From an optimization exercise on the open Yosys and OpenROAD flow, aimed at small area, a short achievable clock period and few clock cycles per item; shortcuts taken in it are not production practice. At most, simulation tests tie the RTL to the original design; equivalence was not proved. Power is estimated from default activity; no workload was simulated.

==> run G: inputs <==
==> flow/design.v <==
module HP_FP_Pipelined_Adder (  
	input clk,
	input rst,
	input [15:0] in1,
	input [15:0] in2,
	input enable,
	output reg done,
	output [15:0] sum
);
	reg busy;
	reg [19:0] R;
	wire [15:0] x1 = R[15:0];
	wire [15:0] x2 = in2;
	wire swap = x2[14:0] > x1[14:0];
	wire [15:0] xb = swap ? x2 : x1;
	wire [15:0] xs = swap ? x1 : x2;
	wire [4:0] d = xb[14:10] - xs[14:10];
	wire [12:0] mb = {|xb[14:0], xb[9:0], 2'b00};
	wire [12:0] ms = {|xs[14:0], xs[9:0], 2'b00} >> d;
	wire sub = xb[15] ^ xs[15];
	wire [13:0] f = sub ? {1'b0, mb} - {1'b0, ms} : {1'b0, mb} + {1'b0, ms};
	wire sb = R[19];
	wire [4:0] eb = R[18:14];
	wire [13:0] fr = R[13:0];
	wire nz = |fr;
	wire [13:0] lim = (eb <= 5'd12) ? (14'd1 << (5'd12 - eb)) : 14'd0;
	wire [13:0] mm = fr | lim;
	reg [3:0] t;
	integer i;
	always @(*) begin
		t = 4'd0;
		for (i = 0; i < 14; i = i + 1)
			if (mm[i]) t = 4'd13 - i[3:0];
	end
	wire [13:0] ns = fr << t;
	wire [4:0] en = nz ? (eb + 5'd1 - {1'b0, t}) : 5'd0;
	assign sum = {sb & nz, en, ns[12:3]};
	always @(posedge clk) begin
		if (busy) R <= {x2[15] & swap | x1[15] & ~swap, xb[14:10], f};
		else if (enable) R[15:0] <= in1;
	end
	always @(posedge clk) begin
		if (rst) begin
			busy <= 1'b0;
			done <= 1'b0;
		end else if (busy) begin
			busy <= 1'b0;
			done <= 1'b1;
		end else if (enable) begin
			busy <= 1'b1;
			done <= 1'b0;
		end
	end
endmodule
==> flow/run.sh <==
#!/bin/bash
# synth_recipe.tcl (not shown) runs the flow's synth.tcl, then flattens the netlist and writes it again
# the make line also repeats each setting of config.mk as NAME=value (left out here)
make -C /OpenROAD-flow-scripts/flow DESIGN_CONFIG=/design/flow/config.mk WORK_HOME=/design/flow/orfs CLKGATE_MAP_FILE= SYNTH_SCRIPT=/design/flow/synth_recipe.tcl finish
==> flow/config.mk <==
export PLATFORM = sky130hd
export DESIGN_NAME = HP_FP_Pipelined_Adder
export DESIGN_NICKNAME = HP_FP_Pipelined_Adder
export VERILOG_FILES = /design/flow/design.v
export SDC_FILE = /design/flow/constraint.sdc
export NUM_CORES = 4
export LEC_CHECK = 0
export ABC_AREA = 1
export CAP_MARGIN = 20
export CORE_MARGIN = 2
export CORE_UTILIZATION = 40
export SLEW_MARGIN = 20
==> flow/constraint.sdc <==
create_clock -name core_clock -period 6.0 [get_ports {clk}]
set_input_delay 1.2000 -clock core_clock [delete_from_list [all_inputs] [get_ports {clk}]]
set_output_delay 1.2000 -clock core_clock [all_outputs]
set_load 0.01 [all_outputs]
==> inputs of run K, as changes to run G <==
==> flow/design.v (replaced) <==
module HP_FP_Pipelined_Adder (  
	input clk,
	input rst,
	input [15:0] in1,
	input [15:0] in2,
	input enable,
	output reg done,
	output [15:0] sum
);
	function automatic [13:0] skaddx14(input [13:0] a, input [13:0] b, input x);
		reg [13:0] g, p, G, P;
		integer i, l, j;
		begin
			g = a & b; p = a ^ b;
			G = g; P = p;
			for (l = 0; l < 4; l = l + 1)
				for (i = 0; i < 14; i = i + 1)
					if ((i >> l) & 1) begin
						j = ((i >> l) << l) - 1;
						G[i] = G[i] | (P[i] & G[j]);
						P[i] = P[i] & P[j];
					end
			skaddx14 = (p ^ {14{x}}) ^ {G[12:0], 1'b0};
		end
	endfunction
	reg busy;
	reg [18:0] R;
	wire [15:0] x1 = R[15:0];
	wire [15:0] x2 = in2;
	wire [4:0] e1 = x1[14:10];
	wire [4:0] e2 = x2[14:10];
	wire [10:0] ma1 = {|x1[14:0], x1[9:0]};
	wire [10:0] ma2 = {|x2[14:0], x2[9:0]};
	wire [5:0] d12 = {1'b0, e1} - {1'b0, e2};
	wire [4:0] d21 = e2 - e1;
	wire gt = d12[5];                  
	wire eq = (e1 == e2);
	wire [4:0] d = gt ? d21 : d12[4:0];
	wire swap = gt | (eq & (x2[9:0] > x1[9:0]));
	wire [10:0] mb = swap ? ma2 : ma1;
	wire [10:0] msr = swap ? ma1 : ma2;
	wire [4:0] eb = gt ? e2 : e1;
	wire [12:0] ms = {msr, 2'b00} >> d;
	wire sub = x1[15] ^ x2[15];
	wire [13:0] f = skaddx14({1'b0, mb, 2'b00} ^ {14{sub}}, {1'b0, ms}, sub);
	wire sb = swap ? x2[15] : x1[15];
	wire [4:0] er = R[17:13];
	wire [13:0] fr = {R[12:0], 1'b0};
	wire nz = |R[12:0];
	reg [13:0] lim;
	integer k;
	always @(*) for (k = 0; k < 14; k = k + 1) lim[k] = (er == 5'd12 - k);
	wire [13:0] mm = fr | lim;
	reg [3:0] t;
	integer i;
	always @(*) begin
		t = 4'd0;
		for (i = 0; i < 14; i = i + 1)
			if (mm[i]) t = 4'd13 - i[3:0];
	end
	wire [13:0] ns = fr << t;
	wire [4:0] en = nz ? (er + 5'd1 - {1'b0, t}) : 5'd0;
	assign sum = {R[18] & nz, en, ns[12:3]};
	always @(posedge clk) begin
		if (busy) R <= {sb, eb, f[13:1]};
		else if (enable) R[15:0] <= in1;
	end
	always @(posedge clk) begin
		if (rst) begin
			busy <= 1'b0;
			done <= 1'b0;
		end else if (busy) begin
			busy <= 1'b0;
			done <= 1'b1;
		end else if (enable) begin
			busy <= 1'b1;
			done <= 1'b0;
		end
	end
endmodule
==> flow/flow/run.sh (new file) <==
#!/bin/bash
# Standard layout, but the port buffers use a small fast buffer instead of the
# default delay-buffer cell.
set -euo pipefail
export BUFFER_PORTS_ARGS="-buffer_cell sky130_fd_sc_hd__buf_1"
bash standard.sh > standard.log 2>&1
==> flow/standard.sh (new file) <==
#!/bin/bash
# synth_recipe.tcl (not shown) runs the flow's synth.tcl, then flattens the netlist and writes it again
# the make line also repeats each setting of config.mk as NAME=value (left out here)
make -C /OpenROAD-flow-scripts/flow DESIGN_CONFIG=/design/flow/config.mk WORK_HOME=/design/flow/orfs CLKGATE_MAP_FILE= SYNTH_SCRIPT=/design/flow/synth_recipe.tcl "${@:-finish}"
SETUP_SLACK_MARGIN = 1.0   (was unset)
removed: flow/run.sh
==> inputs of run A, as changes to run G <==
==> flow/design.v (replaced) <==
module HP_FP_Pipelined_Adder (  
	input clk,
	input rst,
	input [15:0] in1,
	input [15:0] in2,
	input enable,
	output reg done,
	output [15:0] sum
);
	reg busy;
	reg [19:0] R;
	wire [15:0] x1 = R[15:0];
	wire [15:0] x2 = in2;
	wire [4:0] e1 = x1[14:10];
	wire [4:0] e2 = x2[14:10];
	wire [10:0] ma1 = {|x1[14:0], x1[9:0]};
	wire [10:0] ma2 = {|x2[14:0], x2[9:0]};
	wire [5:0] d12 = {1'b0, e1} - {1'b0, e2};
	wire [4:0] d21 = e2 - e1;
	wire gt = d12[5];                  
	wire eq = (e1 == e2);
	wire [4:0] d = gt ? d21 : d12[4:0];
	wire [10:0] mb = gt ? ma2 : ma1;
	wire [10:0] msr = gt ? ma1 : ma2;
	wire [4:0] eb = gt ? e2 : e1;
	wire [12:0] ms = {msr, 2'b00} >> d;
	wire sub = x1[15] ^ x2[15];
	wire [13:0] far = sub ? {1'b0, mb, 2'b00} - {1'b0, ms} : {1'b0, mb, 2'b00} + {1'b0, ms};
	wire [11:0] nd = {1'b0, ma2} - {1'b0, ma1};
	wire neg = eq & sub & ~nd[11];
	wire [13:0] f = neg ? {1'b0, nd[10:0], 2'b00} : far;
	wire sb = (gt | neg) ? x2[15] : x1[15];
	wire [4:0] er = R[18:14];
	wire [13:0] fr = R[13:0];
	wire nz = |fr;
	wire [13:0] lim = (er <= 5'd12) ? (14'd1 << (5'd12 - er)) : 14'd0;
	wire [13:0] mm = fr | lim;
	reg [3:0] t;
	integer i;
	always @(*) begin
		t = 4'd0;
		for (i = 0; i < 14; i = i + 1)
			if (mm[i]) t = 4'd13 - i[3:0];
	end
	wire [13:0] ns = fr << t;
	wire [4:0] en = nz ? (er + 5'd1 - {1'b0, t}) : 5'd0;
	assign sum = {R[19] & nz, en, ns[12:3]};
	always @(posedge clk) begin
		if (busy) R <= {sb, eb, f};
		else if (enable) R[15:0] <= in1;
	end
	always @(posedge clk) begin
		if (rst) begin
			busy <= 1'b0;
			done <= 1'b0;
		end else if (busy) begin
			busy <= 1'b0;
			done <= 1'b1;
		end else if (enable) begin
			busy <= 1'b1;
			done <= 1'b0;
		end
	end
endmodule
==> flow/flow/run.sh (new file) <==
#!/bin/bash
# Standard layout, but the port buffers use a small fast buffer instead of the
# default delay-buffer cell.
set -euo pipefail
export BUFFER_PORTS_ARGS="-buffer_cell sky130_fd_sc_hd__buf_2"
bash standard.sh > standard.log 2>&1
==> flow/standard.sh (new file) <==
#!/bin/bash
# synth_recipe.tcl (not shown) runs the flow's synth.tcl, then flattens the netlist and writes it again
# the make line also repeats each setting of config.mk as NAME=value (left out here)
make -C /OpenROAD-flow-scripts/flow DESIGN_CONFIG=/design/flow/config.mk WORK_HOME=/design/flow/orfs CLKGATE_MAP_FILE= SYNTH_SCRIPT=/design/flow/synth_recipe.tcl "${@:-finish}"
removed: flow/run.sh
==> inputs of run R, as changes to run G <==
==> flow/design.v (replaced) <==
module HP_FP_Pipelined_Adder (  
	input clk,
	input rst,
	input [15:0] in1,
	input [15:0] in2,
	input enable,
	output reg done,
	output [15:0] sum
);
	reg busy;
	reg [19:0] R;
	wire [15:0] x1 = R[15:0];
	wire [15:0] x2 = in2;
	wire [4:0] e1 = x1[14:10];
	wire [4:0] e2 = x2[14:10];
	wire [10:0] ma1 = {|x1[14:0], x1[9:0]};
	wire [10:0] ma2 = {|x2[14:0], x2[9:0]};
	wire [5:0] d12 = {1'b0, e1} - {1'b0, e2};
	wire [4:0] d21 = e2 - e1;
	wire gt = d12[5];                  
	wire [4:0] d = gt ? d21 : d12[4:0];
	wire swap = x2[14:0] > x1[14:0];   
	wire [10:0] mb = swap ? ma2 : ma1;
	wire [10:0] msr = swap ? ma1 : ma2;
	wire [4:0] eb = gt ? e2 : e1;
	wire [12:0] ms = {msr, 2'b00} >> d;
	wire sub = x1[15] ^ x2[15];
	wire [14:0] fc = {1'b0, mb, 2'b00, 1'b1} + {{1'b0, ms} ^ {14{sub}}, sub};
	wire [13:0] f = fc[14:1];
	wire sb = swap ? x2[15] : x1[15];
	wire [4:0] er = R[18:14];
	wire [13:0] fr = R[13:0];
	wire nz = |fr;
	reg [13:0] lim;
	integer k;
	always @(*) for (k = 0; k < 14; k = k + 1) lim[k] = (er == 5'd12 - k);
	wire [13:0] mm = fr | lim;
	reg [3:0] t;
	integer i;
	always @(*) begin
		t = 4'd0;
		for (i = 0; i < 14; i = i + 1)
			if (mm[i]) t = 4'd13 - i[3:0];
	end
	wire [13:0] ns = fr << t;
	wire [4:0] en = nz ? (er + 5'd1 - {1'b0, t}) : 5'd0;
	assign sum = {R[19] & nz, en, ns[12:3]};
	always @(posedge clk) begin
		if (busy) R <= {sb, eb, f};
		else if (enable) R[15:0] <= in1;
	end
	always @(posedge clk) begin
		if (rst) begin
			busy <= 1'b0;
			done <= 1'b0;
		end else if (busy) begin
			busy <= 1'b0;
			done <= 1'b1;
		end else if (enable) begin
			busy <= 1'b1;
			done <= 1'b0;
		end
	end
endmodule
==> flow/flow/run.sh (new file) <==
#!/bin/bash
# Standard layout, but the port buffers use a small fast buffer instead of the
# default delay-buffer cell.
set -euo pipefail
export BUFFER_PORTS_ARGS="-buffer_cell sky130_fd_sc_hd__buf_2"
bash standard.sh > standard.log 2>&1
==> flow/standard.sh (new file) <==
#!/bin/bash
# synth_recipe.tcl (not shown) runs the flow's synth.tcl, then flattens the netlist and writes it again
# the make line also repeats each setting of config.mk as NAME=value (left out here)
make -C /OpenROAD-flow-scripts/flow DESIGN_CONFIG=/design/flow/config.mk WORK_HOME=/design/flow/orfs CLKGATE_MAP_FILE= SYNTH_SCRIPT=/design/flow/synth_recipe.tcl "${@:-finish}"
removed: flow/run.sh
==> notes <==
Against run R, the fmax of run G is lower by 2.2%. Of run K and run A, run A has the higher total power (gap about 20%, measured against run A). In run R the routed wire length is smaller than in run G, by about 17%. Via count: run G > run A > run R > run K. Sequential share of layout area: run R > run K > run A > run G. Cell area: run A is larger than run K (about 20%). Area after synthesis, highest first: run A, run G, run R, run K. Register-to-register slack: run K > run R > run A > run G.
==> figures <==
metric	run A	run R	run K	run G
Syn_area_per_cell	5.92 sq um	6.17 sq um	6.18 sq um	5.91 sq um
Mux cell area share after synthesis	0%	0.474%	0%	0.905%
Netlist area before placement	4900 sq um	4220 sq um	4000 sq um	4430 sq um
Placeable Area	12000 sq um	10300 sq um	9730 sq um	10800 sq um
Post-detailed-route via-to-cell ratio	5.38	5.35	5.37	5.35
Iteration-0 DRC Markers	500	363	335	397
Simple-gate area share of the yosys netlist	39.4%	38.1%	36.1%	39.6%
Mapped Nets	917	763	724	832
First-pass GRT wire length	25.7 mm	21.9 mm	19.7 mm	24.8 mm
Comb_multi_in	659	553	511	601
Run status	finished clean	finished clean	finished clean	finished clean
Share of the synthesized area in the top cell type	15.7%	16.4%	15.9%	19.3%
Clock network power share	10.4%	7.7%	7.1%	5.3%
Part of the total power dissipated in sequential elements	13.1%	13.8%	14.9%	11.3%
Worst Max-Slew Pin Slew	0.851 ns	0.712 ns	0.784 ns	1.04 ns
Maximum number of pins on one net before global-route repair	29	37	36	28
Minimum clock period after layout	5.40 ns	5.45 ns	4.73 ns	5.58 ns
Testbench counts of run G, summed over its fixed seeds: cycles 6,400, items 3,200.
Testbench counts of run K, summed over its fixed seeds: cycles 6,400, items 3,200.
Function not checked in run A and run R: the RTL went through the layout flow alone.

[port drivers added, routing unchanged]
How much do the figures lean on ideal ports? The routed layouts below were timed once more, with nothing changed but the port constraints.
Step 1 assumes that a clkbuf_16 drives the clock port and a buf_2 every other input.
Step 2 also shifts input and output timing later by t, the mid clock arrival at the registers, as if the neighbouring blocks saw the same clock.
Three values: ideal ports, drivers, drivers and shift; two values: the first two.
run	t (ns)	setup slack, ns	hold slack, ns
run G	0.277	0.422 / 0.429 / 0.153	0.513 / 0.513 / 0.513
run K	0.300	1.271 / 1.274 / 0.974	0.478 / 0.478 / 0.478
run A	0.286	0.603 / 0.612 / 0.325	0.498 / 0.498 / 0.498
run R	0.283	0.545 / 0.550 / 0.266	0.516 / 0.516 / 0.516
After both steps setup and hold are still met in every run listed. The setup slack of run K, which loses most, moves by +0.003 ns with the drivers and by -0.297 ns with both steps.
